Background: an optimization exercise with open tools, aiming at small area. Do not read the settings as production practice. Where RTL was checked, it was by simulation tests only, not by an equivalence proof against the original. The RTL of runs 1 and 2 was laid out without a check of its function. Power and IR drop assume default switching activity.

==> flow/design.v (outline; a module is shown in full before it is edited, if it fits) <==
// module prt_scaler_coef: 3324 lines
// module prt_scaler_krnl_mac: 478 lines
// module prt_scaler_fa: 4 lines
// module prt_scaler_krnl: 18 lines
// module prt_scaler_engine: 895 lines
module prt_scaler_engine
#(
    parameter                               P_PPC = 4,           
    parameter                               P_BPC = 8            
)
(
    input wire                              RST_IN,
    input wire                              CLK_IN,
    input wire                              CTL_RUN_IN,
    input wire                              CTL_FS_IN,
    input wire [3:0]                        CTL_MODE_IN,
    input wire [15:0]                       CTL_HWIDTH_IN,
    input wire [15:0]                       CTL_VHEIGHT_IN,
    input wire                              LBF_RDY_IN,
    input wire                              SLW_RDY_IN,
    output wire                             SLW_LRST_OUT,
    output wire                             SLW_LNXT_OUT,
    output wire [1:0]                       SLW_STEP_OUT,
    input wire [(3*5*P_BPC)-1:0]            SLW_DAT0_IN,
    input wire [(3*5*P_BPC)-1:0]            SLW_DAT1_IN,
    output wire [(3*P_PPC*P_BPC)-1:0]       VID_DAT_OUT,
    output wire                             VID_DE_OUT
);
  // ...
==> flow/run.sh <==
#!/bin/bash
# synth_recipe.tcl (not shown) runs the flow's synth.tcl, then flattens the netlist and writes it again
# the make line also repeats each setting of config.mk as NAME=value (left out here)
make -C /OpenROAD-flow-scripts/flow DESIGN_CONFIG=/design/flow/config.mk WORK_HOME=/design/flow/orfs CLKGATE_MAP_FILE= SYNTH_SCRIPT=/design/flow/synth_recipe.tcl finish
==> flow/config.mk <==
export PLATFORM = sky130hd
export DESIGN_NAME = prt_scaler_engine
export DESIGN_NICKNAME = prt_scaler_engine
export VERILOG_FILES = /design/flow/design.v
export SDC_FILE = /design/flow/constraint.sdc
export NUM_CORES = 8
export LEC_CHECK = 0
export CAP_MARGIN = 20
export CORE_MARGIN = 2
export CORE_UTILIZATION = 50
export PLACE_DENSITY = 0.6
export SLEW_MARGIN = 20
export SYNTH_HIERARCHICAL = 1
export SYNTH_MEMORY_MAX_BITS = 65536
==> flow/constraint.sdc <==
create_clock -name core_clock -period 5.0 [get_ports {CLK_IN}]
set_input_delay 1.0000 -clock core_clock [delete_from_list [all_inputs] [get_ports {CLK_IN}]]
set_output_delay 1.0000 -clock core_clock [all_outputs]
set_load 0.01 [all_outputs]
==> results.cfg, run 1 <==
[finish]
instances_no_fill = 13160
top_regs = clk_coef: 128 flops, clk_lut_sel: 64 flops
fill_cells = 17870
area_growth_pct = 13.40
drive_above_1_share_pct = 12.42
n_all_buffers = 1084
final_cell_mix = nand2_1, fa_1, dfxtp_1
n_all_inverters = 175
largest_class = multi-input gates

[setup_path]
worstPathRequired_ns = 5.71
setup.worst_path.end_class = flop
r2r_slack_ns = 0.14
critPathKind = flop to flop
start_kind = flop

[pwr]
cellInternalPower_mw = 27.49
power_frac_clock_pct = 21.7
netSwitchingPower_mw = 17.73
irDropWorstVdd_uv = 473.9
powerDensity_nw_per_um2 = 377.3

[synth]
post_synth_fa_ha_maj_area_fraction_pct = 49.46
synth_fp_nets = 12990
yosysSeqAreaShare_pct = 21.16

[placement]
gp_congestion = 1.112
place_area_sq_um = 115300

[floorplan]
die_w_um = 463.8
core_area_sq_um = 209800
ioPinCount = 383
die_area_sq_um = 215100

[run]
cap_violations = 1

[clock_network]
cts_tree = done
cts_hold_buf = 0

[timing]
fin_tns_setup_ns = 0
slew_viol_final = 3

[detailed_routing]
wl_met1_um = 163700
vias_per_cell = 6.192

[worst_hold_path]
holdPathEnd = clk_k20_p[2][2]

[grt]
grt_util_met1_pct = 54.38
grt_pass1_vias = 88380

[run_status]
status = finished with violations
so_faults = max-capacitance violations, max-slew violations
==> run 2, diff against run 1 <==
--- a/flow/config.mk
+++ b/flow/config.mk
@@ -10,2 +10,3 @@
 export CORE_UTILIZATION = 50
+export CTS_BUF_LIST = sky130_fd_sc_hd__clkbuf_4 sky130_fd_sc_hd__clkbuf_8
 export PLACE_DENSITY = 0.6
==> results.cfg, run 2 <==
[run_status]
status = complete, no violations

[setup_path]
crit_fanout = 24
reg2reg_depth = 13
crit_top_cell = fa_1
critPathKind = flop to flop
path_cells = buf_12 > nand2_1 > fa_1 > fa_1 > fa_1 > fa_1 > fa_1 > fa_1 > fa_1 > fa_1 > inv_1 > ha_1 > inv_1
r2r-end = clk_k01_cs[3]
arrival_ns = 5.73
r2r_slack_ns = 0.17
worstPathRequired_ns = 5.89
setup.worst_path.end_class = flop
max_stage_delay_ns = 0.49
start_kind = flop
rr_startpoint = clk_coef[51]
crit_slowest_cell = fa_1

[finish]
top_regs = clk_coef: 128 flops, clk_lut_sel: 64 flops
area_growth_pct = 13.80
final_cell_mix = nand2_1, fa_1, dfxtp_1
largest-register = clk_coef
layout_commonest_cell = nand2_1
nNetsFinal = 13180
utilization_pct = 57.33
drive_above_1_share_pct = 13.61
largest_reg_flops = 128
instances_no_fill = 13310

[timing]
setup_violations = 0
slew_viol_final = 0
min_period_over_period_pct = 96.70
skew_ns = 0.08646
hold_violations = 0
fmaxAchievable_ghz = 0.2068
max-slew-margin-rel_pct = 7.799
fin_tns_setup_ns = 0
rsz0062_at_grt = no
worst_pin_slew_ns = 1.345
post-route-min-period_ns = 4.835
hold_slack_ns = 0.1551

[synth]
yosysSeqAreaShare_pct = 21.16
yosys-top-cells-count = nand2_1, fa_1, dfxtp_1
synth_top_area_share_pct = 48.64
synth_top_area_cell = fa_1
syn_area_sq_um = 105700
synth_fp_nets = 12990
synth.area.top_cells = fa_1, dfxtp_1, nand2_1, clkbuf_1, mux2_2
synthFlopType = dfxtp_1
yosys_warnings = 20
yosysMostFrequentCell = nand2_1
synth-edff-count = 0
ys_ff_latch = 1117
async_flop_share_pct = 0.08953
synth.avg_cell_area_sq_um = 10.50
synthCells = 10070
synth.distinct_cells = 89

[floorplan]
die_h_um = 463.8
ioPinCount = 383
die_w_um = 463.8
die_area_sq_um = 215100
initial_core_util_pct = 50.38
num_rows = 168
core_area_sq_um = 209800

[detailed_routing]
dr.first_iter.drc_count = 9320
via_count = 81830
vias_per_cell = 6.150
wl_per_cell_um = 33.85
drt_pre_antenna_iters = 6
drt_wl_total_um = 450400
drc_errors = 0
ant_nets = 0

[grt]
grt_overflow = 0
grtUsageTotal_pct = 42.58
grt_max_degree = 49
grt_pass1_vias = 89110
grt_pass1_wl_um = 643600
antenna_found_initial = 63

[clock_network]
postCtsSetupRepairBufs = 0
post_cts_resized = 0
path_clk_slew_ns = 0.06
clockBufferDepth = 3
numCtsBuffers = 189
htreeDepth = 4
root_buffer = clkbuf_8
cts_hold_buf = 0
clk_latency_ns = 1.03
cts_sinks = 1117
cts_tree = done

[pwr]
irDropWorstVdd_uv = 523.2
power_mw = 45.51
power.static_leakage_nw = 36.75
powerDensity_nw_per_um2 = 378.4

[placement]
hpwl_um = 358700
gp_congestion = 1.112
dp.cells = 12870
placement.io_buffers = 380

[run]
cap_violations = 0

[worst_hold_path]
hold_path.class = input pin to asynchronous set/reset pin
==> run 2: per-stage QoR <==
stage,instance area [sq um],setup WS [ns]
floorplan,105700,0.3878
global route,120200,0.004897
detailed placement,115300,0.2053
CTS,120100,0.1591
global placement,115300,0.2019
finish,120300,0.1650
==> run 2: layer usage <==
metal  routed length (um)  vias up  share of wire, %  global-route usage, %
li1                     -    32020                 -                      -
met1               166300    42510                37                  54.27
met2               189400     5877                42                  60.89
met3                56010     1392                12                  15.01
met4                38450       36               8.5                  29.14
met5                  226        -             0.050                      0
==> run 2: kinds of logic (layout without fill, tap and decap cells) <==
kind of cell             after synthesis  in the layout  synth area share (%)
AO/OA/AOI/OAI                        500            500                 3.021
XOR/XNOR                              68             68                0.5777
adder cells (fa/ha/maj)             2637           2637                 49.46
buffers and inverters               1259           1611                 5.306
flip-flops                          1117           1117                 21.16
multiplexers                         252            252                 2.622
other                                  0             81                     0
AND/OR/NAND/NOR                     4234           4234                 17.85
==> run 2: power breakdown <==
group / internal, mW / switching (mW) / leakage [nW]
logic: 10.3 / 12.5 / 25.0
clock network: 5.95 / 4.20 / 2.45
registers: 11.4 / 1.17 / 9.32
==> run 2: worst max-delay path by stage <==
stage / start / to / slack (ns) / depth (start not counted)
2_1_floorplan: clk_coef[23] / clk_k00_cs[3] / 0.39 / 13
3_3_place_gp: clk_slw_dat0[88] / clk_k21_cs[3] / 0.20 / 12
3_5_place_dp: clk_slw_dat0[88] / clk_k21_cs[3] / 0.21 / 12
4_1_cts: clk_pm33_2[2] / clk_k23_cs[3] / 0.16 / 11
5_1_grt: clk_slw_dat0[10] / clk_k01_cs[3] / 0.005 / 13
6_report: clk_coef[51] / clk_k01_cs[3] / 0.17 / 13
==> run 2: final cells by class <==
class                   count  area [sq um]
well taps                2805          3510
repair buffers           1084         10950
inverters                 175         656.9
flip-flops and latches   1117         22390
fillers                 17900         89510
multi-input cells        7691         77830
clock inverters            80          1275
clock buffers             272          3456
diodes                     81         202.7
==> run 2: modules after synthesis, one instance, submodules excluded <==
module / flip-flops and latches / copies in the design
prt_scaler_krnl: 0 / 12
prt_scaler_engine: 1117 / 1
prt_scaler_fa: 0 / 2568
prt_scaler_krnl_mac: 0 / 12
prt_scaler_coef: 0 / 1
==> run 2: worst max-delay path: cells and delay by family (launching register included) <==
kind | cells | cell delay [ns]
buf+inv | 3 | 0.31
fa+ha+maj | 9 | 3.90
simple gates | 1 | 0.11
flops | 1 | 0.36
==> module prt_scaler_krnl, before the edit <==
module prt_scaler_krnl
(
    input wire  [17:0] CS_IN,
    output wire [7:0] PIX_OUT
);
wire a_w1 = ~(CS_IN[0] ^ CS_IN[1]);
wire a_w2 = CS_IN[0] | CS_IN[1];
wire a_w3, a_w4; prt_scaler_fa a_fa1 (.a(CS_IN[2]), .b(CS_IN[3]), .c(a_w2), .s(a_w3), .co(a_w4));
wire a_w5, a_w6; prt_scaler_fa a_fa2 (.a(CS_IN[4]), .b(CS_IN[5]), .c(a_w4), .s(a_w5), .co(a_w6));
wire a_w7, a_w8; prt_scaler_fa a_fa3 (.a(CS_IN[6]), .b(CS_IN[7]), .c(a_w6), .s(a_w7), .co(a_w8));
wire a_w9, a_w10; prt_scaler_fa a_fa4 (.a(CS_IN[8]), .b(CS_IN[9]), .c(a_w8), .s(a_w9), .co(a_w10));
wire a_w11, a_w12; prt_scaler_fa a_fa5 (.a(CS_IN[10]), .b(CS_IN[11]), .c(a_w10), .s(a_w11), .co(a_w12));
wire a_w13, a_w14; prt_scaler_fa a_fa6 (.a(CS_IN[12]), .b(CS_IN[13]), .c(a_w12), .s(a_w13), .co(a_w14));
wire a_w15, a_w16; prt_scaler_fa a_fa7 (.a(CS_IN[14]), .b(CS_IN[15]), .c(a_w14), .s(a_w15), .co(a_w16));
wire a_w17, a_w18; prt_scaler_fa a_fa8 (.a(CS_IN[16]), .b(CS_IN[17]), .c(a_w16), .s(a_w17), .co(a_w18));
wire [9:0] nsum = {a_w18, a_w17, a_w15, a_w13, a_w11, a_w9, a_w7, a_w5, a_w3, a_w1};
assign PIX_OUT = ~(nsum[7:0] & {8{nsum[9] & nsum[8]}});
endmodule
==> run 3, diff against run 2 <==
--- a/flow/design.v
+++ b/flow/design.v
@@ -3825,5 +3825,5 @@
 wire a_w15, a_w16; prt_scaler_fa a_fa7 (.a(CS_IN[14]), .b(CS_IN[15]), .c(a_w14), .s(a_w15), .co(a_w16));
-wire a_w17, a_w18; prt_scaler_fa a_fa8 (.a(CS_IN[16]), .b(CS_IN[17]), .c(a_w16), .s(a_w17), .co(a_w18));
-wire [9:0] nsum = {a_w18, a_w17, a_w15, a_w13, a_w11, a_w9, a_w7, a_w5, a_w3, a_w1};
-assign PIX_OUT = ~(nsum[7:0] & {8{nsum[9] & nsum[8]}});
+wire [7:0] nsum = {a_w15, a_w13, a_w11, a_w9, a_w7, a_w5, a_w3, a_w1};
+wire nover = CS_IN[16] & CS_IN[17] & a_w16;
+assign PIX_OUT = ~(nsum & {8{nover}});
 endmodule
--- a/flow/config.mk
+++ b/flow/config.mk
@@ -7,8 +7,7 @@
 export LEC_CHECK = 0
-export CAP_MARGIN = 20
+export CAP_MARGIN = 30
 export CORE_MARGIN = 2
-export CORE_UTILIZATION = 50
-export CTS_BUF_LIST = sky130_fd_sc_hd__clkbuf_4 sky130_fd_sc_hd__clkbuf_8
-export PLACE_DENSITY = 0.6
-export SLEW_MARGIN = 20
+export CORE_UTILIZATION = 60
+export PLACE_DENSITY = 0.7
+export SLEW_MARGIN = 30
 export SYNTH_HIERARCHICAL = 1
==> results.cfg, run 3 <==
[setup_path]
arrival_ns = 5.58
path_cells = nand2_1 > fa_1 > fa_1 > fa_1 > fa_1 > fa_1 > fa_1 > fa_1 > inv_1 > ha_1 > inv_1
crit_top_cell = fa_1
start_kind = flop
worstPathRequired_ns = 5.67
setup.worst_path.end_class = flop
max_stage_delay_ns = 0.75
reg2reg_depth = 11
crit_slowest_cell = dfxtp_1
crit_fanout = 8
critPathKind = flop to flop

[floorplan]
core_area_sq_um = 174400
die_w_um = 423.6
num_rows = 153
initial_core_util_pct = 60.57
die_h_um = 423.6
ioPinCount = 383
die_area_sq_um = 179400

[synth]
async_flop_share_pct = 0.08953
synth_fp_nets = 12970
synth-edff-count = 0
synthCells = 10070
ys_ff_latch = 1117
yosysMostFrequentCell = nand2_1
synth.distinct_cells = 89
syn_area_sq_um = 105600
yosys-top-cells-count = nand2_1, fa_1, dfxtp_1
synthFlopType = dfxtp_1
synth_top_area_share_pct = 48.44
yosysSeqAreaShare_pct = 21.17
synth.avg_cell_area_sq_um = 10.49
yosys_warnings = 20
synth.area.top_cells = fa_1, dfxtp_1, nand2_1, clkbuf_1, mux2_2
synth_top_area_cell = fa_1

[finish]
largest-register = clk_coef
instances_no_fill = 12650
drive_above_1_share_pct = 11.55
utilization_pct = 67.80
largest_reg_flops = 128
area_growth_pct = 11.95
top_regs = clk_coef: 128 flops, clk_lut_sel: 64 flops
nNetsFinal = 13000
final_cell_mix = nand2_1, fa_1, dfxtp_1
layout_commonest_cell = nand2_1

[grt]
grt_pass1_wl_um = 630100
grtUsageTotal_pct = 49.81
grt_pass1_vias = 91380
antenna_found_initial = 72
grt_overflow = 0
grt_max_degree = 49

[timing]
setup_violations = 0
post-route-min-period_ns = 4.907
slew_viol_final = 0
min_period_over_period_pct = 98.13
max-slew-margin-rel_pct = 22.12
fin_tns_setup_ns = 0
fmaxAchievable_ghz = 0.2038
hold_violations = 0
worst_pin_slew_ns = 1.159
skew_ns = 0.07670

[detailed_routing]
drt_pre_antenna_iters = 10
ant_nets = 0
vias_per_cell = 6.676
dr.first_iter.drc_count = 11270
drt_wl_total_um = 438500
wl_per_cell_um = 34.67
drc_errors = 0
via_count = 84450

[clock_network]
root_buffer = clkbuf_16
cts_sinks = 1117
clockBufferDepth = 3
cts_hold_buf = 0
clk_latency_ns = 0.83
htreeDepth = 3
cts_tree = done
post_cts_resized = 0
path_clk_slew_ns = 0.07
numCtsBuffers = 117
postCtsSetupRepairBufs = 0

[worst_hold_path]
hold_path.class = flop to flop
whs_path_depth = 0

[run]
cap_violations = 0

[run_status]
status = complete, no violations

[placement]
hpwl_um = 340200
placement.io_buffers = 380
dp.cells = 12290
gp_congestion = 1.146

[pwr]
irDropWorstVdd_uv = 387.6
powerDensity_nw_per_um2 = 380.3
power.static_leakage_nw = 35.77
==> run 3: layout make-up <==
class / instances / area, sq um
antenna: 136 / 340.3
clock buffer: 152 / 3291
fill: 12770 / 56150
timing repair buffer: 998 / 10180
sequential: 1117 / 22390
tap: 2325 / 2909
inverter: 175 / 656.9
multi-input combinational: 7679 / 77700
clock inverter: 67 / 783.3
==> run 3: metal layers <==
metal | track usage, % | part of all wire [%] | vias to the layer above | wire length [um]
met3 | 22.16 | 16 | 2357 | 68260
met2 | 68.35 | 41 | 7816 | 178800
met5 | 0.1344 | 0.059 | - | 258
li1 | - | - | 31760 | -
met4 | 41.99 | 11 | 34 | 47840
met1 | 59.96 | 33 | 42480 | 143400
==> run 3: kinds of logic (layout without fill, tap and decap cells) <==
group           Yosys count  count (layout)  share of synthesized area (%)
mux                     252             252                          2.624
flops                  1117            1117                          21.17
fa+ha+maj              2625            2625                          49.26
xor+xnor                 68              68                         0.5780
simple gates           4234            4234                          17.97
buf+inv                1271            1392                          5.366
compound gates          500             500                          3.023
other cells               0             136                              0
==> run 3: through the flow <==
step,setup slack (ns),cell area [sq um],hold slack [ns],power [mW]
detailed placement,0.1974,113800,0.3121,35.48
floorplan,0.3878,105600,0.3096,33.56
global placement,0.2339,113800,0.3097,34.61
global route,-0.0006350,118100,0.3016,48.58
finish,0.09334,118200,0.2681,44.97
CTS,0.1719,117900,0.2746,45.03
==> run 3: critical path, delay by kind of cell (launching register included) <==
family        cells  cell delay, ns
fa+ha+maj         8            3.79
flops             1            0.75
buf+inv           2            0.09
simple gates      1            0.17
==> run 3: worst paths after layout <==
| kind | startpoint | endpoint | slack [ns] |
|---|---|---|---|
| min in group asynchronous | RST_IN | clk_ctl_run | 0.34 |
| max in group asynchronous | RST_IN | clk_ctl_run | 4.57 |
| worst min-delay path | clk_k03_p[1][6] | clk_k03_p[2][6] | 0.27 |
| worst max-delay path | clk_pm22_0[5] | clk_k02_cs[3] | 0.09 |
| worst min register to register | clk_k03_p[1][6] | clk_k03_p[2][6] | 0.27 |
| worst max register to register | clk_pm22_0[5] | clk_k02_cs[3] | 0.09 |
==> run 3: Yosys stat by module (local to each module, per instance) <==
| module | cells inside | cell area (sq um) |
|---|---|---|
| prt_scaler_fa | 1 | 20.02 |
| prt_scaler_krnl | 15 | 91.34 |
| prt_scaler_coef | 1274 | 7197 |
| prt_scaler_engine | 1977 | 28630 |
| prt_scaler_krnl_mac | 340 | 1461 |
==> run 3: power by group <==
| group | internal [mW] | switching, mW |
|---|---|---|
| clock network | 5.18 | 4.07 |
| logic | 10.4 | 12.6 |
| registers | 11.4 | 1.22 |
| total | 27.0 | 17.9 |
==> run 4, diff against run 3 <==
--- a/flow/config.mk
+++ b/flow/config.mk
@@ -10,2 +10,4 @@
 export CORE_UTILIZATION = 60
+export CTS_CLUSTER_DIAMETER = 90
+export CTS_CLUSTER_SIZE = 24
 export PLACE_DENSITY = 0.7
==> results.cfg, run 4 <==
[run_status]
status = complete, no violations

[timing]
min_period_over_period_pct = 98.60
fin_tns_setup_ns = 0
skew_ns = 0.06722
slew_viol_final = 0
rsz0062_at_grt = no
worst_pin_slew_ns = 1.256
hold_violations = 0
fmaxAchievable_ghz = 0.2028
post-route-min-period_ns = 4.930
setup_violations = 0
max-slew-margin-rel_pct = 14.09

[synth]
yosysSeqAreaShare_pct = 21.17
synth.avg_cell_area_sq_um = 10.49
synth.area.top_cells = fa_1, dfxtp_1, nand2_1, clkbuf_1, mux2_2
synth_fp_nets = 12970
synthCells = 10070
async_flop_share_pct = 0.08953
ys_ff_latch = 1117
yosys_warnings = 20
syn_area_sq_um = 105600
synth_top_area_share_pct = 48.44
yosys-top-cells-count = nand2_1, fa_1, dfxtp_1
synth-edff-count = 0
yosysMostFrequentCell = nand2_1
synth_top_area_cell = fa_1
synth.distinct_cells = 89
synthFlopType = dfxtp_1

[setup_path]
arrival_ns = 5.59
crit_fanout = 8
rr_startpoint = clk_pm22_0[4]
setup.worst_path.start = clk_pm22_0[4]
setup.worst_path.end_class = flop
start_kind = flop
worstPathRequired_ns = 5.66
critPathKind = flop to flop
r2r_slack_ns = 0.07
reg2reg_depth = 11

[floorplan]
die_w_um = 423.6
ioPinCount = 383
core_area_sq_um = 174400
die_h_um = 423.6
initial_core_util_pct = 60.57
die_area_sq_um = 179400
num_rows = 153

[detailed_routing]
drt_pre_antenna_iters = 11
vias_per_cell = 6.678
dr.first_iter.drc_count = 11060
drt_wl_total_um = 434200
via_count = 83670
drc_errors = 0
ant_nets = 0
wl_per_cell_um = 34.66

[clock_network]
cts_hold_buf = 0
numCtsBuffers = 72
path_clk_slew_ns = 0.09
postCtsSetupRepairBufs = 0
root_buffer = clkbuf_16
clk_latency_ns = 0.80
clockBufferDepth = 3
cts_sinks = 1117
post_cts_resized = 0
cts_tree = done
htreeDepth = 3

[pwr]
power_mw = 42.15
power.static_leakage_nw = 34.97
irDropWorstVdd_uv = 423.9
powerDensity_nw_per_um2 = 361.5

[finish]
top_regs = clk_coef: 128 flops, clk_lut_sel: 64 flops
fill_cells = 13030
final_cell_mix = nand2_1, fa_1, dfxtp_1
utilization_pct = 66.84
largest-register = clk_coef
layout_commonest_cell = nand2_1
area_growth_pct = 10.36
largest_reg_flops = 128
nNetsFinal = 12950
drive_above_1_share_pct = 10.75

[grt]
antenna_found_initial = 67
grt_pass1_wl_um = 621700
grtUsageTotal_pct = 49.21
grt_max_degree = 49
grt_pass1_vias = 89890
grt_overflow = 0

[run]
cap_violations = 0

[worst_hold_path]
whs_path_depth = 0
hold_path.class = flop to flop
hold_start = clk_k11_p[1][7]

[placement]
gp_congestion = 1.146
placement.io_buffers = 380
hpwl_um = 340200
[run 4: cell counts after synthesis]
Identical to the previous run, type by type.
[run 4: kinds of logic (layout without fill, tap and decap cells)]
logic type / Yosys count / after routing / share of synthesized area, %
multiplexers: 252 / 252 / 2.624
buffers and inverters: 1271 / 1289 / 5.366
AO/OA/AOI/OAI: 500 / 500 / 3.023
AND/OR/NAND/NOR: 4234 / 4234 / 17.97
adder cells (fa/ha/maj): 2625 / 2625 / 49.26
other: 0 / 118 / 0
XOR/XNOR: 68 / 68 / 0.5780
flip-flops: 1117 / 1117 / 21.17
[run 4: through the flow]
stage	hold WS (ns)	instance area, sq um	std cells	worst slack [ns]
after global placement	0.3097	113800	12290	0.2339
final	0.2921	116600	12530	0.06998
after floorplan	0.3096	105600	10070	0.3878
after CTS	0.3237	116200	12410	0.1640
after global routing	0.3123	116500	12500	0.0007381
after detailed placement	0.3121	113800	12290	0.1974
[run 4: path summary, 6_finish.rpt]
| kind | end |
|---|---|
| setup reg to reg | clk_k02_cs[3] |
| max in group asynchronous | clk_ctl_run |
| min in group asynchronous | clk_ctl_run |
| setup / recovery | clk_k02_cs[3] |
| hold reg to reg | clk_k11_p[2][7] |
| hold / removal | clk_k11_p[2][7] |
[run 4: per-module statistics from Yosys, one instance, submodules excluded]
module / cell area (sq um) / cells
prt_scaler_engine: 28630 / 1977
prt_scaler_coef: 7197 / 1274
prt_scaler_krnl_mac: 1461 / 340
prt_scaler_krnl: 91.34 / 15
prt_scaler_fa: 20.02 / 1
[run 4: power breakdown]
part / internal, mW / leakage [nW] / switching (mW)
Clock: 2.93 / 1.18 / 3.72
Sequential: 11.4 / 9.32 / 1.20
Combinational: 10.4 / 24.5 / 12.5
Total: 24.7 / 35.0 / 17.4
[run 4: worst max-delay path, stage by stage, from the launching register on]
cell     delay (ns)
dfxtp_1        0.76
nand2_1        0.17
fa_1           0.54
fa_1           0.46
fa_1           0.58
fa_1           0.43
fa_1           0.52
fa_1           0.44
fa_1           0.55
inv_1          0.05
ha_1           0.27
inv_1          0.04
[run 4: metal layers]
metal  global-route usage, %  wire length (um)
met1                   60.12            142000
met2                   67.60            177400
met3                   21.35             68770
met4                   40.14             45840
met5                  0.1075               253
[run 4: final cells by class]
cell class	instances	area, sq um	area share, %
Antenna cell	118	295.3	0.2533
Clock buffer	80	1884	1.616
Clock inverter	36	554.3	0.4755
Inverter	175	656.9	0.5635
Multi-Input combinational cell	7679	77700	66.66
Sequential cell	1117	22390	19.21
Tap cell	2325	2909	2.495
Timing Repair Buffer	998	10180	8.733
==> run 5, diff against run 4 <==
--- a/flow/config.mk
+++ b/flow/config.mk
@@ -9,6 +9,6 @@
 export CORE_MARGIN = 2
-export CORE_UTILIZATION = 60
-export CTS_CLUSTER_DIAMETER = 90
-export CTS_CLUSTER_SIZE = 24
-export PLACE_DENSITY = 0.7
+export CORE_UTILIZATION = 50
+export CTS_CLUSTER_DIAMETER = 80
+export CTS_CLUSTER_SIZE = 20
+export PLACE_DENSITY = 0.6
 export SLEW_MARGIN = 30
==> results.cfg, run 5 <==
[finish]
largest-register = clk_coef
seqCellArea_sq_um = 22390
utilization_pct = 56.53
drive_above_1_share_pct = 12.04
multi_input_area_sq_um = 77720
nNetsFinal = 13080
largest_reg_flops = 128
area_growth_pct = 12.28
top_regs = clk_coef: 128 flops, clk_lut_sel: 64 flops
final_cell_mix = nand2_1, fa_1, dfxtp_1
fill_cells = 18260
layout_commonest_cell = nand2_1

[placement]
placement.io_buffers = 380
gp_congestion = 1.101
hpwl_um = 357500

[setup_path]
crit_fanout = 9
start_kind = flop
crit_cells = 12
crit_path_end = clk_k10_cs[3]
r2r-end = clk_k10_cs[3]
path_cells = buf_4 > nand2_1 > fa_1 > fa_1 > fa_1 > fa_1 > fa_1 > fa_1 > fa_1 > inv_1 > ha_1 > inv_1
reg2reg_depth = 12
worstPathRequired_ns = 5.68
crit_top_cell = fa_1
max_stage_delay_ns = 0.66
rr_startpoint = clk_slw_dat0[53]
setup.worst_path.start = clk_slw_dat0[53]
setup.worst_path.end_class = flop
arrival_ns = 5.53
critPathKind = flop to flop
path_buf_inv = 3
critPathTopFamily = adder cells
crit_slowest_cell = dfxtp_1
r2r_slack_ns = 0.15

[clock_network]
cts_tree = done
path_clk_slew_ns = 0.08
root_buffer = clkbuf_16
postCtsSetupRepairBufs = 0
numCtsBuffers = 86
clockBufferDepth = 3
post_cts_resized = 0
clk_latency_ns = 0.78
cts_hold_buf = 0
htreeDepth = 3
cts_sinks = 1117

[detailed_routing]
via_count = 81400
drc_errors = 0
top_layer_used = met5
dr_wl_met2_um = 186700
dr.first_iter.drc_count = 9727
wl_per_cell_um = 33.94
vias_per_cell = 6.201
drt_wl_total_um = 445600
ant_nets = 0
wl_met1_um = 163800
route.met3.wl_um = 55430
drt_pre_antenna_iters = 6

[synth]
yosys_warnings = 20
synth.avg_cell_area_sq_um = 10.49
synthFlopType = dfxtp_1
synth.distinct_cells = 89
ys_ff_latch = 1117
synth_top_area_share_pct = 48.44
yosys-top-cells-count = nand2_1, fa_1, dfxtp_1
synth_top_area_cell = fa_1
synth-edff-count = 0
async_flop_share_pct = 0.08953
synth_fp_nets = 12970
yosysSeqAreaShare_pct = 21.17
synthCells = 10070
syn_area_sq_um = 105600
synth.area.top_cells = fa_1, dfxtp_1, nand2_1, clkbuf_1, mux2_2
yosysMostFrequentCell = nand2_1

[timing]
setup_violations = 0
hold_violations = 0
min_period_over_period_pct = 97.01
slew_viol_final = 0
fin_tns_setup_ns = 0
max-slew-margin-rel_pct = 25.65
skew_ns = 0.05331
rsz0062_at_grt = no
post-route-min-period_ns = 4.850
worst_pin_slew_ns = 1.100
fmaxAchievable_ghz = 0.2062

[grt]
grtUsageTotal_pct = 42.04
grt_max_degree = 49
grt_pass1_vias = 87430
grt_overflow = 0
antenna_found_initial = 63
grt_pass1_wl_um = 636300

[floorplan]
die_h_um = 463.6
initial_core_util_pct = 50.35
die_area_sq_um = 214900
core_area_sq_um = 209800
ioPinCount = 383
die_w_um = 463.6
num_rows = 168

[run]
cap_violations = 0

[pwr]
power.static_leakage_nw = 35.78
power_mw = 43.03
powerDensity_nw_per_um2 = 362.8
irDropWorstVdd_uv = 424.5

[run_status]
status = complete, no violations

[worst_hold_path]
hold_path.class = flop to flop
run 5: cell counts after synthesis:
Identical to the previous run, type by type.
run 5: Yosys stat by module (local to each module, per instance):
module / copies in the design / area (sq um) / cells inside / flops+latches
prt_scaler_engine: 1 / 28630 / 1977 / 1117
prt_scaler_coef: 1 / 7197 / 1274 / 0
prt_scaler_krnl_mac: 12 / 1461 / 340 / 0
prt_scaler_krnl: 12 / 91.34 / 15 / 0
prt_scaler_fa: 2556 / 20.02 / 1 / 0
run 5: final cells by class:
class / count / area share, %
diodes: 98 / 0.2068
clock buffers: 95 / 1.923
clock inverters: 48 / 0.5707
inverters: 175 / 0.5539
multi-input cells: 7679 / 65.53
flip-flops and latches: 1117 / 18.88
well taps: 2805 / 2.959
repair buffers: 1111 / 9.375
run 5: logic make-up (layout without fill, tap and decap cells):
logic type,after synthesis,in the layout,share of synthesized area (%)
mux,252,252,2.624
flops,1117,1117,21.17
buf+inv,1271,1429,5.366
simple gates,4234,4234,17.97
compound gates,500,500,3.023
fa+ha+maj,2625,2625,49.26
other cells,0,98,0
xor+xnor,68,68,0.5780
run 5: worst reg2reg max path, cell delays in order (launching register included):
cell and delay (ns):
dfxtp_1 0.66, buf_4 0.25, nand2_1 0.08, fa_1 0.40
fa_1 0.57, fa_1 0.46, fa_1 0.43, fa_1 0.57
fa_1 0.44, fa_1 0.55, inv_1 0.04, ha_1 0.26
inv_1 0.03
run 5: report_power, final:
| part | total (mW) | switching (mW) | internal [mW] |
|---|---|---|---|
| sequential | 12.5 | 1.10 | 11.4 |
| clock | 7.58 | 3.86 | 3.72 |
| combinational | 22.9 | 12.5 | 10.4 |
run 5: worst min-delay path by stage:
stage	to	slack, ns	cells after the start	startpoint
2_1_floorplan	clk_k00_p[1][0]	0.31	0	clk_k00_p[0][0]
3_3_place_gp	clk_k22_p[2][6]	0.31	0	clk_k22_p[1][6]
3_5_place_dp	clk_k03_p[1][3]	0.31	0	clk_k03_p[0][3]
4_1_cts	clk_lut_sel[4][1]	0.31	0	clk_lut_sel[3][1]
5_1_grt	clk_lut_sel[4][1]	0.31	0	clk_lut_sel[3][1]
6_report	clk_lut_sel[4][1]	0.30	0	clk_lut_sel[3][1]
run 5: per-stage QoR:
step | setup slack, ns | area (sq um) | hold WS [ns] | std cells
3_3_place_gp | 0.1848 | 115300 | 0.3095 | 12890
2_1_floorplan | 0.3878 | 105600 | 0.3096 | 10070
5_1_grt | 0.004261 | 118500 | 0.3109 | 13090
4_1_cts | 0.1850 | 118400 | 0.3058 | 13030
6_report | 0.1496 | 118600 | 0.2960 | 13130
3_5_place_dp | 0.1822 | 115400 | 0.3121 | 12890
run 5: routing by layer:
layer  up-vias  GRT usage, %
met5         -        0.1560
met4        30         31.05
met3      1425         12.59
met2      5910         59.36
met1     42180         54.84
li1      31860             -
==> run 6, diff against run 5 <==
==> flow/flow/run.sh (new file) <==
#!/bin/bash
# The standard layout, with every input and output port buffered by the smallest plain
# buffer (sky130_fd_sc_hd__buf_1) instead of the delay buffer buffer_ports picks by default.
set -euo pipefail
export BUFFER_PORTS_ARGS="-buffer_cell sky130_fd_sc_hd__buf_1"
bash standard.sh > standard.log 2>&1
==> flow/standard.sh (new file) <==
#!/bin/bash
# synth_recipe.tcl (not shown) runs the flow's synth.tcl, then flattens the netlist and writes it again
# the make line also repeats each setting of config.mk as NAME=value (left out here)
make -C /OpenROAD-flow-scripts/flow DESIGN_CONFIG=/design/flow/config.mk WORK_HOME=/design/flow/orfs CLKGATE_MAP_FILE= SYNTH_SCRIPT=/design/flow/synth_recipe.tcl "${@:-finish}"
removed: flow/run.sh
==> results.cfg, run 6 <==
[timing]
slew_viol_final = 0
fin_tns_setup_ns = 0
worst_pin_slew_ns = 1.170
setup_violations = 0
fmaxAchievable_ghz = 0.2071
rsz0062_at_grt = no
skew_ns = 0.04652
fin_ws_ns = 0.1716
post-route-min-period_ns = 4.828
hold_violations = 0
max-slew-margin-rel_pct = 22.02
min_period_over_period_pct = 96.57

[grt]
met2_usage_pct = 60.32
grt_util_met1_pct = 54.92
grtUsageTotal_pct = 42.40
grtUsageMet3_pct = 14.06
top_usage_layer = met2
grt_max_degree = 49
grt_pass1_wl_um = 640000
antenna_found_initial = 76
grt_overflow = 0
grt_pass1_vias = 87680

[detailed_routing]
drt_pre_antenna_iters = 6
vias_per_cell = 6.213
ant_nets = 0
dr.first_iter.drc_count = 9600
drt_wl_total_um = 449300
drc_errors = 0
wl_per_cell_um = 34.36
via_count = 81270

[setup_path]
crit_top_cell = fa_1
max_stage_delay_ns = 0.75
arrival_ns = 5.52
worstPathRequired_ns = 5.69
start_kind = flop
setup.worst_path.end_class = flop
path_buf_inv = 2
r2r_slack_ns = 0.17
crit_path_end = clk_k10_cs[3]
crit_slowest_cell = dfxtp_1
crit_fanout = 9
path_cells = nand2_1 > fa_1 > fa_1 > fa_1 > fa_1 > fa_1 > fa_1 > fa_1 > inv_1 > ha_1 > inv_1
rr_startpoint = clk_slw_dat0[54]
r2r-end = clk_k10_cs[3]
reg2reg_depth = 11
critPathKind = flop to flop
setup.worst_path.start = clk_slw_dat0[54]
critPathTopFamily = adder cells
crit_cells = 11

[floorplan]
ioPinCount = 383
initial_core_util_pct = 50.35
core_area_sq_um = 209800
num_rows = 168
die_h_um = 463.6
die_area_sq_um = 214900
die_w_um = 463.6

[placement]
dp_slack_ns = 0.2241
place_area_sq_um = 112400
placement.io_buffers = 380
gp_congestion = 1.089
hpwl_um = 359700

[synth]
yosysSeqAreaShare_pct = 21.17
synth.avg_cell_area_sq_um = 10.49
synth_fp_nets = 12970
synthCells = 10070
synth_top_area_cell = fa_1
synth_top_area_share_pct = 48.44
syn_area_sq_um = 105600
async_flop_share_pct = 0.08953
synth-compound-area-share_pct = 3.023
yosys-top-cells-count = nand2_1, fa_1, dfxtp_1
synthXorXnorAreaFrac_pct = 0.5781
synth-edff-count = 0
ys_ff_latch = 1117
synth_top_family_by_area = adder cells
synthFlopType = dfxtp_1
synth.distinct_cells = 89
synth_mux_area_share_pct = 2.624
yosysMostFrequentCell = nand2_1
post_synth_fa_ha_maj_area_fraction_pct = 49.26
synth.area.top_cells = fa_1, dfxtp_1, nand2_1, clkbuf_1, mux2_2
synth-simple-area-share_pct = 17.97
yosys_warnings = 20

[clock_network]
postCtsSetupRepairBufs = 0
htreeDepth = 3
cts_tree = done
cts_sinks = 1117
numCtsBuffers = 90
cts_hold_buf = 1
clk_latency_ns = 0.81
post_cts_resized = 0
root_buffer = clkbuf_16
path_clk_slew_ns = 0.08
clockBufferDepth = 3

[finish]
area_growth_pct = 9.692
utilization_pct = 55.23
final_cell_mix = nand2_1, fa_1, dfxtp_1
fill_cells = 18410
largest-register = clk_coef
largest_reg_flops = 128
fin_area_sq_um = 115900
seqCellArea_sq_um = 22390
multi_input_area_sq_um = 77740
top_regs = clk_coef: 128 flops, clk_lut_sel: 64 flops
drive_above_1_share_pct = 11.49
nNetsFinal = 13010
layout_commonest_cell = nand2_1

[pwr]
switching_share_pct = 41.44
netSwitchingPower_mw = 17.57
powerDensity_nw_per_um2 = 365.9
cellInternalPower_mw = 24.83
irDropWorstVdd_uv = 568.5
p_comb_share_pct = 52.0
power_frac_clock_pct = 18.4
power.static_leakage_nw = 34.44
pwr-share-seq_pct = 29.6

[worst_hold_path]
hold_path.class = input pin to flop

[run]
cap_violations = 0

[run_status]
status = complete, no violations
run 6: cell count changes in the layout (fill, tap and decap cells not counted), sizes merged:
cell           previous run  this run
diode                    98       115
clkbuf                   95        97
clkdlybuf4s50           380         0
inv                     198       201
buf                     731      1035
clkinvlp                  6         2
dlygate4sd3               0         1
bufinv                    5         3
clkinv                   14        24
run 6: logic make-up after synthesis:
kind of cell    count (synthesis)
mux                           252
buf+inv                      1271
xor+xnor                       68
simple gates                 4234
compound gates                500
flops                        1117
fa+ha+maj                    2625
run 6: power by group through the flow:
stage,Sequential [mW],Clock [mW],Combinational (mW)
5_1_grt,12.8,8.27,25.5
3_5_place_dp,12.7,0,22.2
3_3_place_gp,12.7,0,21.9
2_1_floorplan,12.4,0,21.1
4_1_cts,12.6,7.95,22.4
6_report,12.6,7.80,22.0
run 6: Yosys stat by module (local to each module, per instance):
module,cell area (sq um),flops+latches
prt_scaler_krnl_mac,1461,0
prt_scaler_krnl,91.34,0
prt_scaler_fa,20.02,0
prt_scaler_coef,7197,0
prt_scaler_engine,28630,1117
run 6: worst min-delay path by stage:
| stage | startpoint | end | slack (ns) | cells after the start |
|---|---|---|---|---|
| after floorplan | clk_k00_p[0][0] | clk_k00_p[1][0] | 0.31 | 0 |
| final | CTL_FS_IN | clk_ctl_fs | 0.30 | 1 |
| after global routing | CTL_RUN_IN | clk_ctl_run | 0.30 | 1 |
| after detailed placement | clk_lut_sel[5][6] | clk_lut_sel[6][6] | 0.31 | 0 |
| after global placement | clk_k23_p[1][4] | clk_k23_p[2][4] | 0.31 | 0 |
| after CTS | CTL_FS_IN | clk_ctl_fs | 0.24 | 1 |
run 6: per-stage QoR:
step / hold WS [ns] / power, mW / cells
2_1_floorplan: 0.3096 / 33.56 / 10070
3_3_place_gp: 0.3096 / 34.59 / 12810
3_5_place_dp: 0.3120 / 34.99 / 12810
4_1_cts: 0.2398 / 42.90 / 12960
5_1_grt: 0.2952 / 46.48 / 13060
6_report: 0.3050 / 42.39 / 13080
run 6: cell type report:
cell class	count	area share (%)
well taps	2805	3.029
diodes	115	0.2484
clock buffers	97	2.002
multi-input cells	7679	67.09
clock inverters	55	0.6900
inverters	175	0.5669
repair buffers	1036	7.049
flip-flops and latches	1117	19.32
run 6: layer usage:
layer / up-vias / wire [um] / share of wire, %
li1: 31710 / - / -
met1: 42270 / 166400 / 37
met2: 5934 / 188600 / 42
met3: 1318 / 56250 / 13
met4: 34 / 37900 / 8.4
met5: - / 219 / 0.049
run 6: worst register-to-register path: stages (launching register included):
cell and delay (ns):
dfxtp_1 0.75, nand2_1 0.17, fa_1 0.56, fa_1 0.44
fa_1 0.52, fa_1 0.43, fa_1 0.51, fa_1 0.44
fa_1 0.54, inv_1 0.04, ha_1 0.28, inv_1 0.04
==> run 7, diff against run 6 <==
--- a/flow/config.mk
+++ b/flow/config.mk
@@ -9,6 +9,6 @@
 export CORE_MARGIN = 2
-export CORE_UTILIZATION = 50
-export CTS_CLUSTER_DIAMETER = 80
-export CTS_CLUSTER_SIZE = 20
-export PLACE_DENSITY = 0.6
+export CORE_UTILIZATION = 60
+export CTS_CLUSTER_DIAMETER = 90
+export CTS_CLUSTER_SIZE = 24
+export PLACE_DENSITY = 0.7
 export SLEW_MARGIN = 30
==> results.cfg, run 7 <==
[detailed_routing]
drt_pre_antenna_iters = 8
wl_met1_um = 145500
route.met3.wl_um = 66430
ant_nets = 0
dr.first_iter.drc_count = 11470
top_layer_used = met5
dr_wl_met2_um = 181200
wl_per_cell_um = 34.92
drc_errors = 0
drt_wl_total_um = 440700
vias_per_cell = 6.684
via_count = 84350

[timing]
fin_tns_setup_ns = 0
post-route-min-period_ns = 4.917
rsz0062_at_grt = no
fmaxAchievable_ghz = 0.2034
setup_violations = 0
max-slew-margin-rel_pct = 16.92
min_period_over_period_pct = 98.34
hold_violations = 0
hold_slack_ns = 0.04781
worst_pin_slew_ns = 1.212
fin_ws_ns = 0.08305
skew_ns = 0.04551
slew_viol_final = 0

[placement]
hpwl_um = 347000
dp_slack_ns = 0.1539
gp_congestion = 1.126
placement.io_buffers = 380
dp.cells = 12390
place_area_sq_um = 112200

[pwr]
pwr-share-seq_pct = 30.1
switching_share_pct = 42.18
irDropWorstVdd_uv = 392.1
power.static_leakage_nw = 34.37
power_mw = 41.89
p_comb_share_pct = 54.2
powerDensity_nw_per_um2 = 364.7
cellInternalPower_mw = 24.22
power_frac_clock_pct = 15.7
netSwitchingPower_mw = 17.67

[finish]
largest_reg_flops = 128
layout_commonest_cell = nand2_1
nNetsFinal = 13040
largest-register = clk_coef
drive_above_1_share_pct = 11.67
area_growth_pct = 8.759
fin_area_sq_um = 114900
instances_no_fill = 12620
final_cell_mix = nand2_1, fa_1, dfxtp_1
top_regs = clk_coef: 128 flops, clk_lut_sel: 64 flops
fill_cells = 13190
utilization_pct = 65.87

[setup_path]
rr_startpoint = clk_pm31_1[2]
critPathKind = flop to flop
start_kind = flop
arrival_ns = 5.57
crit_top_cell = fa_1
setup.worst_path.end_class = flop
worstPathRequired_ns = 5.65
crit_fanout = 8
crit_slowest_cell = dfxtp_1
reg2reg_depth = 11
r2r-end = clk_k13_cs[3]
path_cells = nand2_1 > fa_1 > fa_1 > fa_1 > fa_1 > fa_1 > fa_1 > fa_1 > inv_1 > ha_1 > inv_1
r2r_slack_ns = 0.08
max_stage_delay_ns = 0.59

[grt]
antenna_found_initial = 85
grt_pass1_vias = 91500
grt_max_degree = 49
grt_pass1_wl_um = 634200
grtUsageTotal_pct = 50.15
grt_overflow = 0

[synth]
synthCells = 10070
synth_top_area_cell = fa_1
yosysMostFrequentCell = nand2_1
synthFlopType = dfxtp_1
synth.distinct_cells = 89
synth.area.top_cells = fa_1, dfxtp_1, nand2_1, clkbuf_1, mux2_2
ys_ff_latch = 1117
synth-edff-count = 0
synth_top_area_share_pct = 48.44
synth.avg_cell_area_sq_um = 10.49
synth_fp_nets = 12970
yosys-top-cells-count = nand2_1, fa_1, dfxtp_1
yosysSeqAreaShare_pct = 21.17
async_flop_share_pct = 0.08953
syn_area_sq_um = 105600
yosys_warnings = 20

[worst_hold_path]
hold_path.class = input pin to asynchronous set/reset pin

[clock_network]
htreeDepth = 3
cts_hold_buf = 0
clockBufferDepth = 3
cts_tree = done
root_buffer = clkbuf_16
path_clk_slew_ns = 0.10
clk_latency_ns = 0.78
cts_sinks = 1117
numCtsBuffers = 70

[floorplan]
initial_core_util_pct = 60.57
ioPinCount = 383
core_area_sq_um = 174400
num_rows = 153
die_h_um = 423.6
die_area_sq_um = 179400
die_w_um = 423.6

[run]
cap_violations = 0

[run_status]
status = complete, no violations
run 7: routing by layer:
metal  global-route usage [%]  vias to the layer above
met1                    61.34                    42610
li1                         -                    31750
met3                    20.43                     2290
met2                    69.67                     7662
met5                   0.7258                        -
met4                    41.09                       36
run 7: how the worst max path moves through the flow:
| stage | start | to | cells after the start |
|---|---|---|---|
| after floorplan | clk_coef[23] | clk_k00_cs[3] | 13 |
| after global placement | clk_lut_sel[8][7] | clk_coef[1] | 13 |
| after detailed placement | clk_slw_dat0[88] | clk_k21_cs[3] | 12 |
| after CTS | clk_pm30_1[3] | clk_k13_cs[3] | 11 |
| after global routing | clk_coef[49] | clk_k21_cs[3] | 12 |
| final | clk_pm31_1[2] | clk_k13_cs[3] | 11 |
run 7: critical path: cells and delay by family, from the launching register on:
family	cells	cell delay, ns
simple gates	1	0.17
buf+inv	2	0.11
flops	1	0.59
fa+ha+maj	8	3.91
run 7: cell families (layout without fill, tap and decap cells):
kind of cell             count (synthesis)  count (layout)  synth area share, %
buffers and inverters                 1271            1380                5.366
AND/OR/NAND/NOR                       4234            4234                17.97
other                                    0             119                    0
XOR/XNOR                                68              68               0.5780
flip-flops                            1117            1117                21.17
AO/OA/AOI/OAI                          500             500                3.023
multiplexers                           252             252                2.624
adder cells (fa/ha/maj)               2625            2625                49.26
run 7: Yosys stat by module (local to each module, per instance):
module,cells inside,flops+latches
prt_scaler_krnl,15,0
prt_scaler_engine,1977,1117
prt_scaler_fa,1,0
prt_scaler_coef,1274,0
prt_scaler_krnl_mac,340,0
run 7: power by group through the flow:
stage               registers, mW  logic (mW)  clock network [mW]
finish                       12.6        22.7                6.57
global route                 12.8        25.8                6.90
CTS                          12.6        22.7                6.62
detailed placement           12.8        22.2                   0
global placement             12.7        21.2                   0
floorplan                    12.4        21.1                   0
run 7: repair_timing:
item | CTS | global route
endpoints found under the setup margin | 0 | 3
gates resized for setup | 0 | 8
buffers inserted | 0 | 0
run 7: area by class of cell:
class / instances / area, sq um / area share [%]
inverters: 175 / 656.9 / 0.5718
diodes: 119 / 297.8 / 0.2592
well taps: 2325 / 2909 / 2.532
clock buffers: 76 / 1814 / 1.579
clock inverters: 36 / 555.5 / 0.4836
flip-flops and latches: 1117 / 22400 / 19.50
multi-input cells: 7679 / 77730 / 67.66
repair buffers: 1093 / 8518 / 7.415
==> run 8, diff against run 7 <==
--- a/flow/config.mk
+++ b/flow/config.mk
@@ -7,9 +7,9 @@
 export LEC_CHECK = 0
-export CAP_MARGIN = 30
+export CAP_MARGIN = 25
 export CORE_MARGIN = 2
 export CORE_UTILIZATION = 60
-export CTS_CLUSTER_DIAMETER = 90
-export CTS_CLUSTER_SIZE = 24
+export CTS_CLUSTER_DIAMETER = 110
+export CTS_CLUSTER_SIZE = 28
 export PLACE_DENSITY = 0.7
-export SLEW_MARGIN = 30
+export SLEW_MARGIN = 25
 export SYNTH_HIERARCHICAL = 1
==> results.cfg, run 8 <==
[detailed_routing]
drt_pre_antenna_iters = 10
dr.first_iter.drc_count = 11380
ant_nets = 0
vias_per_cell = 6.663
wl_per_cell_um = 34.82
drc_errors = 0
drt_wl_total_um = 438700
via_count = 83970

[finish]
top_regs = clk_coef: 128 flops, clk_lut_sel: 64 flops
drive_above_1_share_pct = 11.29
layout_commonest_cell = nand2_1
area_growth_pct = 8.103
nNetsFinal = 13030
largest-register = clk_coef
final_cell_mix = nand2_1, fa_1, dfxtp_1
largest_reg_flops = 128

[pwr]
irDropWorstVdd_uv = 412.0
netSwitchingPower_mw = 17.20
power_mw = 40.59
power_frac_clock_pct = 13.3
switching_share_pct = 42.38
pwr-share-seq_pct = 31.1
powerDensity_nw_per_um2 = 355.5
power.static_leakage_nw = 34.03
cellInternalPower_mw = 23.39
p_comb_share_pct = 55.6

[timing]
worst_pin_slew_ns = 1.278
min_period_over_period_pct = 97.42
skew_ns = 0.07346
fin_tns_setup_ns = 0
setup_violations = 0
fmaxAchievable_ghz = 0.2053
post-route-min-period_ns = 4.871
hold_violations = 0
slew_viol_final = 0
rsz0062_at_grt = no
max-slew-margin-rel_pct = 12.38
hold_slack_ns = 0.04892

[synth]
yosysMostFrequentCell = nand2_1
syn_area_sq_um = 105600
synth_fp_nets = 12970
synth.distinct_cells = 89
synth_top_area_cell = fa_1
yosys_warnings = 20
synth.avg_cell_area_sq_um = 10.49
synth_top_area_share_pct = 48.44
synth.area.top_cells = fa_1, dfxtp_1, nand2_1, clkbuf_1, mux2_2
synth-edff-count = 0
yosysSeqAreaShare_pct = 21.17
synthCells = 10070
synthFlopType = dfxtp_1
yosys-top-cells-count = nand2_1, fa_1, dfxtp_1
ys_ff_latch = 1117
async_flop_share_pct = 0.08953

[placement]
placement.io_buffers = 380
gp_congestion = 1.126
hpwl_um = 347300

[floorplan]
ioPinCount = 383
die_area_sq_um = 179400
core_area_sq_um = 174400
initial_core_util_pct = 60.57
num_rows = 153
die_w_um = 423.6
die_h_um = 423.6

[clock_network]
post_cts_resized = 0
cts_sinks = 1117
cts_tree = done
htreeDepth = 2
path_clk_slew_ns = 0.12
root_buffer = clkbuf_16
cts_hold_buf = 0
numCtsBuffers = 52
postCtsSetupRepairBufs = 0
clk_latency_ns = 0.81
clockBufferDepth = 3

[grt]
grt_pass1_wl_um = 630300
grt_max_degree = 49
grt_overflow = 0
grtUsageTotal_pct = 49.82
grt_pass1_vias = 90960
antenna_found_initial = 83

[setup_path]
rr_startpoint = clk_pm23_1[2]
setup.worst_path.end_class = flop
r2r_slack_ns = 0.13
arrival_ns = 5.54
r2r-end = clk_k12_cs[3]
critPathKind = flop to flop
worstPathRequired_ns = 5.67
start_kind = flop
reg2reg_depth = 11
crit_fanout = 8

[run_status]
status = complete, no violations

[run]
cap_violations = 0

[worst_hold_path]
hold_path.class = input pin to asynchronous set/reset pin
run 8: cell counts after synthesis:
No cell type changed its count.
run 8: logic make-up after synthesis:
logic type	count (synthesis)	synth area share (%)
simple gates	4234	17.97
buf+inv	1271	5.366
mux	252	2.624
compound gates	500	3.023
fa+ha+maj	2625	49.26
xor+xnor	68	0.5780
flops	1117	21.17
run 8: metrics by stage:
stage	area [sq um]	cells	setup WS, ns	utilization, %
after global placement	112100	12390	0.04561	64.29
final	114200	12600	0.1289	65.48
after global routing	114100	12550	0.02035	65.40
after detailed placement	112200	12390	0.1599	64.32
after floorplan	105600	10070	0.3878	-
after CTS	113800	12470	0.1585	65.27
run 8: how the worst max path moves through the flow:
stage	startpoint	cells past startpoint	endpoint
4_1_cts	clk_slw_dat0[88]	12	clk_k21_cs[3]
3_3_place_gp	clk_lut_sel[8][7]	13	clk_coef[1]
6_report	clk_pm23_1[2]	11	clk_k12_cs[3]
5_1_grt	clk_coef[118]	12	clk_k13_cs[3]
3_5_place_dp	clk_coef[119]	12	clk_k13_cs[3]
2_1_floorplan	clk_coef[23]	13	clk_k00_cs[3]
run 8: final cells by class:
type,count,area (sq um)
tap,2325,2909
sequential,1117,22390
clock buffer,56,1348
fill,13300,60210
clock inverter,21,304.0
inverter,175,656.9
multi-input combinational,7679,77710
antenna,134,335.3
timing repair buffer,1094,8539
run 8: worst max-delay path: stages, from the launching register on:
cell and delay [ns]:
dfxtp_1 0.65, nand2_1 0.15, fa_1 0.54, fa_1 0.50
fa_1 0.50, fa_1 0.56, fa_1 0.43, fa_1 0.48
fa_1 0.55, inv_1 0.05, ha_1 0.29, inv_1 0.05
run 8: routing by layer:
layer  GRT usage, %  share of wire [%]  vias to the layer above
li1               -                  -                    31710
met5         0.6183              0.055                        -
met4          40.59                 10                       34
met3          20.54                 15                     2166
met1          60.58                 33                    42540
met2          69.51                 41                     7517
run 8: power groups by stage:
stage                     registers, mW  clock network [mW]  logic, mW
final                              12.6                5.42       22.6
after global routing               12.8                5.72       25.6
after CTS                          12.6                5.45       22.5
after detailed placement           12.8                   0       22.3
after global placement             12.7                   0       21.2
after floorplan                    12.4                   0       21.1
run 8: per-module statistics from Yosys (local to each module, per instance):
module | flip-flops and latches | copies in the design
prt_scaler_fa | 0 | 2556
prt_scaler_engine | 1117 | 1
prt_scaler_coef | 0 | 1
prt_scaler_krnl | 0 | 12
prt_scaler_krnl_mac | 0 | 12
==> run 9, diff against run 8 <==
--- a/flow/config.mk
+++ b/flow/config.mk
@@ -9,6 +9,6 @@
 export CORE_MARGIN = 2
-export CORE_UTILIZATION = 60
-export CTS_CLUSTER_DIAMETER = 110
-export CTS_CLUSTER_SIZE = 28
-export PLACE_DENSITY = 0.7
+export CORE_UTILIZATION = 65
+export CTS_CLUSTER_DIAMETER = 100
+export CTS_CLUSTER_SIZE = 26
+export PLACE_DENSITY = 0.75
 export SLEW_MARGIN = 25
==> results.cfg, run 9 <==
[synth]
ys_ff_latch = 1117
yosys_warnings = 20
synthCells = 10070
synth.avg_cell_area_sq_um = 10.49
synth_top_area_cell = fa_1
syn_area_sq_um = 105600
async_flop_share_pct = 0.08953
synth.distinct_cells = 89
synth.area.top_cells = fa_1, dfxtp_1, nand2_1, clkbuf_1, mux2_2
synth_top_area_share_pct = 48.44
yosysMostFrequentCell = nand2_1
synth-edff-count = 0
yosys-top-cells-count = nand2_1, fa_1, dfxtp_1
synthFlopType = dfxtp_1
synth_fp_nets = 12970
yosysSeqAreaShare_pct = 21.17

[clock_network]
cts_tree = done
root_buffer = clkbuf_16
numCtsBuffers = 55
cts_hold_buf = 0
path_clk_slew_ns = 0.10
clk_latency_ns = 0.83
clockBufferDepth = 3
postCtsSetupRepairBufs = 0
htreeDepth = 2
cts_sinks = 1117

[floorplan]
ioPinCount = 383
die_h_um = 407.1
die_w_um = 407.1
initial_core_util_pct = 65.63
die_area_sq_um = 165700
core_area_sq_um = 160900
num_rows = 147

[placement]
placement.io_buffers = 380
dp.cells = 12120
gp_congestion = 1.142
dp_slack_ns = 0.1370
hpwl_um = 357700

[timing]
skew_ns = 0.06927
slew_viol_final = 0
hold_slack_ns = 0.04526
post-route-min-period_ns = 5.019
setup_violations = 1
max-slew-margin-rel_pct = 15.35
rsz0062_at_grt = yes
hold_violations = 0
min_period_over_period_pct = 100.4
worst_pin_slew_ns = 1.234
fin_tns_setup_ns = -0.01949
fmaxAchievable_ghz = 0.1992
fin_ws_ns = -0.01949

[setup_path]
max_stage_delay_ns = 0.69
start_kind = flop
critPathKind = flop to flop
setup.worst_path.end_class = flop
crit_fanout = 8
worstPathRequired_ns = 5.72
path_cells = nand2_1 > fa_1 > fa_1 > fa_1 > fa_1 > fa_1 > fa_1 > fa_1 > inv_1 > ha_1 > inv_1
crit_slowest_cell = fa_1
arrival_ns = 5.74
crit_top_cell = fa_1

[finish]
final_cell_mix = nand2_1, fa_1, dfxtp_1
nNetsFinal = 12920
instances_no_fill = 12300
largest-register = clk_coef
area_growth_pct = 7.209
drive_above_1_share_pct = 10.46
utilization_pct = 70.37
largest_reg_flops = 128
fill_cells = 10710
top_regs = clk_coef: 128 flops, clk_lut_sel: 64 flops
layout_commonest_cell = nand2_1

[detailed_routing]
drt_pre_antenna_iters = 11
dr_wl_met2_um = 186700
ant_nets = 0
wl_met1_um = 142400
vias_per_cell = 7.176
top_layer_used = met5
route.met3.wl_um = 81770
drt_wl_total_um = 471600
drc_errors = 0
wl_per_cell_um = 38.34
via_count = 88270
dr.first_iter.drc_count = 14020

[run_status]
status = finished with violations
so_faults = negative setup slack

[grt]
grt_pass1_wl_um = 670000
grt_pass1_vias = 95890
grt_overflow = 0
grtUsageTotal_pct = 57.67
antenna_found_initial = 93
grt_max_degree = 49

[pwr]
power.static_leakage_nw = 33.55
powerDensity_nw_per_um2 = 372.6
irDropWorstVdd_uv = 556.0

[worst_hold_path]
hold_path.class = input pin to asynchronous set/reset pin

[run]
cap_violations = 0
-- run 9: metrics by stage --
| stage | power (mW) | cell area (sq um) |
|---|---|---|
| 2_1_floorplan | 33.56 | 105600 |
| 3_3_place_gp | 33.47 | 111200 |
| 3_5_place_dp | 35.58 | 111200 |
| 4_1_cts | 41.47 | 112900 |
| 5_1_grt | 45.00 | 113100 |
| 6_report | 42.20 | 113200 |
-- run 9: power by group --
group	internal [mW]	switching, mW
Sequential	11.4	1.34
Combinational	10.2	13.7
Clock	2.25	3.37
-- run 9: cells by family (layout without fill, tap and decap cells) --
logic type | count (synthesis) | count (layout) | synth area share [%]
xor gates and xnor gates | 68 | 68 | 0.5780
and+or+nand+nor | 4234 | 4234 | 17.97
adders and majority gates | 2625 | 2625 | 49.26
AOI/OAI and AO/OA | 500 | 500 | 3.023
DFF | 1117 | 1117 | 21.17
muxes | 252 | 252 | 2.624
other | 0 | 103 | 0
buffers and inverters | 1271 | 1242 | 5.366
-- run 9: Yosys stat by module (local to each module, per instance) --
module | area (sq um) | copies in the design | flops+latches | cells
prt_scaler_krnl_mac | 1461 | 12 | 0 | 340
prt_scaler_krnl | 91.34 | 12 | 0 | 15
prt_scaler_fa | 20.02 | 2556 | 0 | 1
prt_scaler_engine | 28630 | 1 | 1117 | 1977
prt_scaler_coef | 7197 | 1 | 0 | 1274
-- run 9: final cells by class --
| class | instances | area, sq um | area share (%) |
|---|---|---|---|
| Tap cell | 2160 | 2703 | 2.387 |
| Timing Repair Buffer | 988 | 7784 | 6.874 |
| Clock inverter | 17 | 312.8 | 0.2762 |
| Sequential cell | 1117 | 22400 | 19.78 |
| Clock buffer | 62 | 1434 | 1.266 |
| Inverter | 175 | 656.9 | 0.5801 |
| Antenna cell | 103 | 257.7 | 0.2276 |
| Multi-Input combinational cell | 7679 | 77690 | 68.61 |
-- run 9: path summary, 6_finish.rpt --
| kind | from | endpoint | slack (ns) | cells after the start |
|---|---|---|---|---|
| worst max-delay path | clk_pm31_1[2] | clk_k13_cs[3] | -0.02 | 11 |
| worst min-delay path | RST_IN | clk_ctl_run | 0.05 | 2 |
| worst max register to register | clk_pm31_1[2] | clk_k13_cs[3] | -0.02 | 11 |
| worst min register to register | clk_k22_p[1][7] | clk_k22_p[2][7] | 0.32 | 0 |
| max in group asynchronous | RST_IN | clk_ctl_run | 4.86 | 2 |
| min in group core_clock | clk_k22_p[1][7] | clk_k22_p[2][7] | 0.32 | 0 |
-- run 9: layer usage --
layer / up-vias / global-route usage (%)
li1: 31460 / -
met1: 43230 / 65.32
met2: 9793 / 77.35
met3: 3731 / 30.74
met4: 50 / 53.58
met5: - / 2.586
-- run 9: what timing repair did --
action,4_1_cts,5_1_grt
gates resized for setup,0,11
endpoints found under the setup margin,0,12
hold endpoints to repair,0,0
-- run 9: worst max-delay path: cells and delay by family, from the launching register on --
kind          cells  cell delay (ns)
fa+ha+maj         8             4.05
buf+inv           2             0.14
flops             1             0.57
simple gates      1             0.15
==> run 10, diff against run 9 <==
==> flow/flow/run.sh (replaced) <==
#!/bin/bash
# The standard layout, with every input and output port buffered by the smallest plain
# buffer (sky130_fd_sc_hd__buf_1) instead of the delay buffer buffer_ports picks by default,
# and ORFS's power recovery (downsizing of gates with positive slack) after global routing.
set -euo pipefail
export BUFFER_PORTS_ARGS="-buffer_cell sky130_fd_sc_hd__buf_1"
export RECOVER_POWER=100
bash standard.sh > standard.log 2>&1
--- a/flow/config.mk
+++ b/flow/config.mk
@@ -7,9 +7,9 @@
 export LEC_CHECK = 0
-export CAP_MARGIN = 25
+export CAP_MARGIN = 30
 export CORE_MARGIN = 2
-export CORE_UTILIZATION = 65
-export CTS_CLUSTER_DIAMETER = 100
-export CTS_CLUSTER_SIZE = 26
-export PLACE_DENSITY = 0.75
-export SLEW_MARGIN = 25
+export CORE_UTILIZATION = 50
+export CTS_CLUSTER_DIAMETER = 80
+export CTS_CLUSTER_SIZE = 20
+export PLACE_DENSITY = 0.6
+export SLEW_MARGIN = 30
 export SYNTH_HIERARCHICAL = 1
==> results.cfg, run 10 <==
[grt]
grt_overflow = 0
grtUsageTotal_pct = 42.40
grt_max_degree = 49
antenna_found_initial = 88
grt_pass1_wl_um = 640000
grt_pass1_vias = 87680

[clock_network]
clockBufferDepth = 3
postCtsSetupRepairBufs = 0
root_buffer = clkbuf_16
path_clk_slew_ns = 0.08
numCtsBuffers = 90
cts_hold_buf = 1
cts_tree = done
htreeDepth = 3
cts_sinks = 1117
post_cts_resized = 0
clk_latency_ns = 0.80

[floorplan]
num_rows = 168
ioPinCount = 383
die_h_um = 463.6
die_area_sq_um = 214900
die_w_um = 463.6
initial_core_util_pct = 50.35
core_area_sq_um = 209800

[detailed_routing]
drt_pre_antenna_iters = 6
vias_per_cell = 6.214
drt_wl_total_um = 449700
drc_errors = 0
ant_nets = 0
wl_per_cell_um = 34.34
via_count = 81380
dr.first_iter.drc_count = 9414

[synth]
synthCells = 10070
synth-edff-count = 0
synth.avg_cell_area_sq_um = 10.49
synth.area.top_cells = fa_1, dfxtp_1, nand2_1, clkbuf_1, mux2_2
yosys_warnings = 20
synth_fp_nets = 12970
synth.distinct_cells = 89
synth_top_area_cell = fa_1
yosys-top-cells-count = nand2_1, fa_1, dfxtp_1
ys_ff_latch = 1117
syn_area_sq_um = 105600
yosysMostFrequentCell = nand2_1
async_flop_share_pct = 0.08953
synth_top_area_share_pct = 48.44
yosysSeqAreaShare_pct = 21.17
synthFlopType = dfxtp_1

[placement]
gp_congestion = 1.089
placement.io_buffers = 380
dp.cells = 12810
hpwl_um = 359700
place_area_sq_um = 112400

[timing]
hold_slack_ns = 0.3040
setup_violations = 1
fin_ws_ns = -0.05724
skew_ns = 0.04538
fmaxAchievable_ghz = 0.1977
post-route-min-period_ns = 5.057
slew_viol_final = 262
rsz0062_at_grt = no
min_period_over_period_pct = 101.1
max-slew-margin-rel_pct = -129.9
worst_pin_slew_ns = 3.449
hold_violations = 0

[setup_path]
worstPathRequired_ns = 5.69
critPathKind = flop to flop
crit_fanout = 27
setup.worst_path.end_class = flop
start_kind = flop
arrival_ns = 5.75

[pwr]
power_mw = 42.24
power.static_leakage_nw = 34.28
irDropWorstVdd_uv = 568.6
powerDensity_nw_per_um2 = 365.6

[finish]
largest_reg_flops = 128
nNetsFinal = 13010
fill_cells = 18490
layout_commonest_cell = nand2_1
drive_above_1_share_pct = 9.391
instances_no_fill = 13100
top_regs = clk_coef: 128 flops, clk_lut_sel: 64 flops
final_cell_mix = nand2_1, fa_1, dfxtp_1
fin_area_sq_um = 115500
largest-register = clk_coef
area_growth_pct = 9.387

[run_status]
status = finished with violations
so_faults = max-capacitance violations, max-slew violations, negative setup slack

[run]
cap_violations = 11

[worst_hold_path]
hold_path.class = input pin to flop
-- run 10: changes by cell type in the layout (fill, tap and decap cells not counted), moves of 9 or more --
cell	delta
clkbuf_16	+35
dfxtp_1	+16
mux2_2	-127
buf_4	-9
dfxtp_2	-12
inv_12	+9
buf_1	-91
mux2_1	+128
diode_2	+29
clkbuf_1	+139
nor4b_2	-12
nor4b_1	+11
-- run 10: routing by layer --
metal	vias up	global-route usage, %	wire length [um]
li1	31750	-	-
met1	42340	54.92	166200
met2	5869	60.32	187600
met3	1388	14.06	56270
met4	38	29.09	39310
met5	-	0	264
-- run 10: modules after synthesis, one instance, submodules excluded --
module               cells  flops+latches
prt_scaler_krnl_mac    340              0
prt_scaler_fa            1              0
prt_scaler_coef       1274              0
prt_scaler_krnl         15              0
prt_scaler_engine     1977           1117
-- run 10: area by class of cell --
cell class	count	area [sq um]	area share, %
diodes	132	330.3	0.2859
multi-input cells	7679	77590	67.15
clock buffers	97	2320	2.008
clock inverters	55	799.5	0.6920
repair buffers	1036	7969	6.897
flip-flops and latches	1117	22370	19.36
well taps	2805	3510	3.038
inverters	175	656.9	0.5685
-- run 10: cell families after synthesis --
kind of cell	Yosys count	synth area share [%]
AOI/OAI and AO/OA	500	3.023
xor gates and xnor gates	68	0.5780
adders and majority gates	2625	49.26
buffers and inverters	1271	5.366
DFF	1117	21.17
muxes	252	2.624
and+or+nand+nor	4234	17.97
-- run 10: stage by stage --
| stage | setup TNS (ns) | setup WS [ns] | util [%] |
|---|---|---|---|
| after floorplan | 0 | 0.3878 | - |
| after global placement | 0 | 0.2439 | 53.57 |
| after detailed placement | 0 | 0.2241 | 53.60 |
| after CTS | 0 | 0.2260 | 55.09 |
| after global routing | 0 | 0.05572 | 55.04 |
| final | -0.05724 | -0.05724 | 55.08 |
-- run 10: worst paths after layout --
kind / slack (ns) / to / cells past startpoint / start
hold / removal: 0.30 / clk_ctl_fs / 1 / CTL_FS_IN
setup / recovery: -0.06 / clk_coef[1] / 11 / clk_lut_sel[6][7]
max in group asynchronous: 4.34 / clk_ctl_run / 3 / RST_IN
setup reg to reg: -0.06 / clk_coef[1] / 11 / clk_lut_sel[6][7]
hold reg to reg: 0.32 / clk_k23_p[2][1] / 0 / clk_k23_p[1][1]
min in group asynchronous: 0.57 / clk_ctl_run / 3 / RST_IN
-- run 10: critical path, cell delays in order, from the launching register on --
cell	delay [ns]
dfxtp_1	0.77
clkinv_1	0.20
clkbuf_1	0.77
buf_4	0.38
a211oi_1	0.10
buf_4	0.22
nand2_1	0.28
o221ai_1	0.29
nor4b_1	0.93
mux2i_1	0.42
nand4_1	0.34
clkbuf_4	0.25
-- run 10: report_power, final --
part	internal [mW]	switching (mW)	total [mW]
logic	9.57	12.3	21.9
registers	11.4	1.13	12.6
clock network	3.75	4.03	7.79

Re-timed with assumed drivers on the ports (clkbuf_16 on the clock, buf_2 on other inputs), run 10 has -0.057 ns of setup slack against -0.057 ns with ideal ports, and -0.057 ns once port delays also move by the mid clock arrival of 0.881 ns.
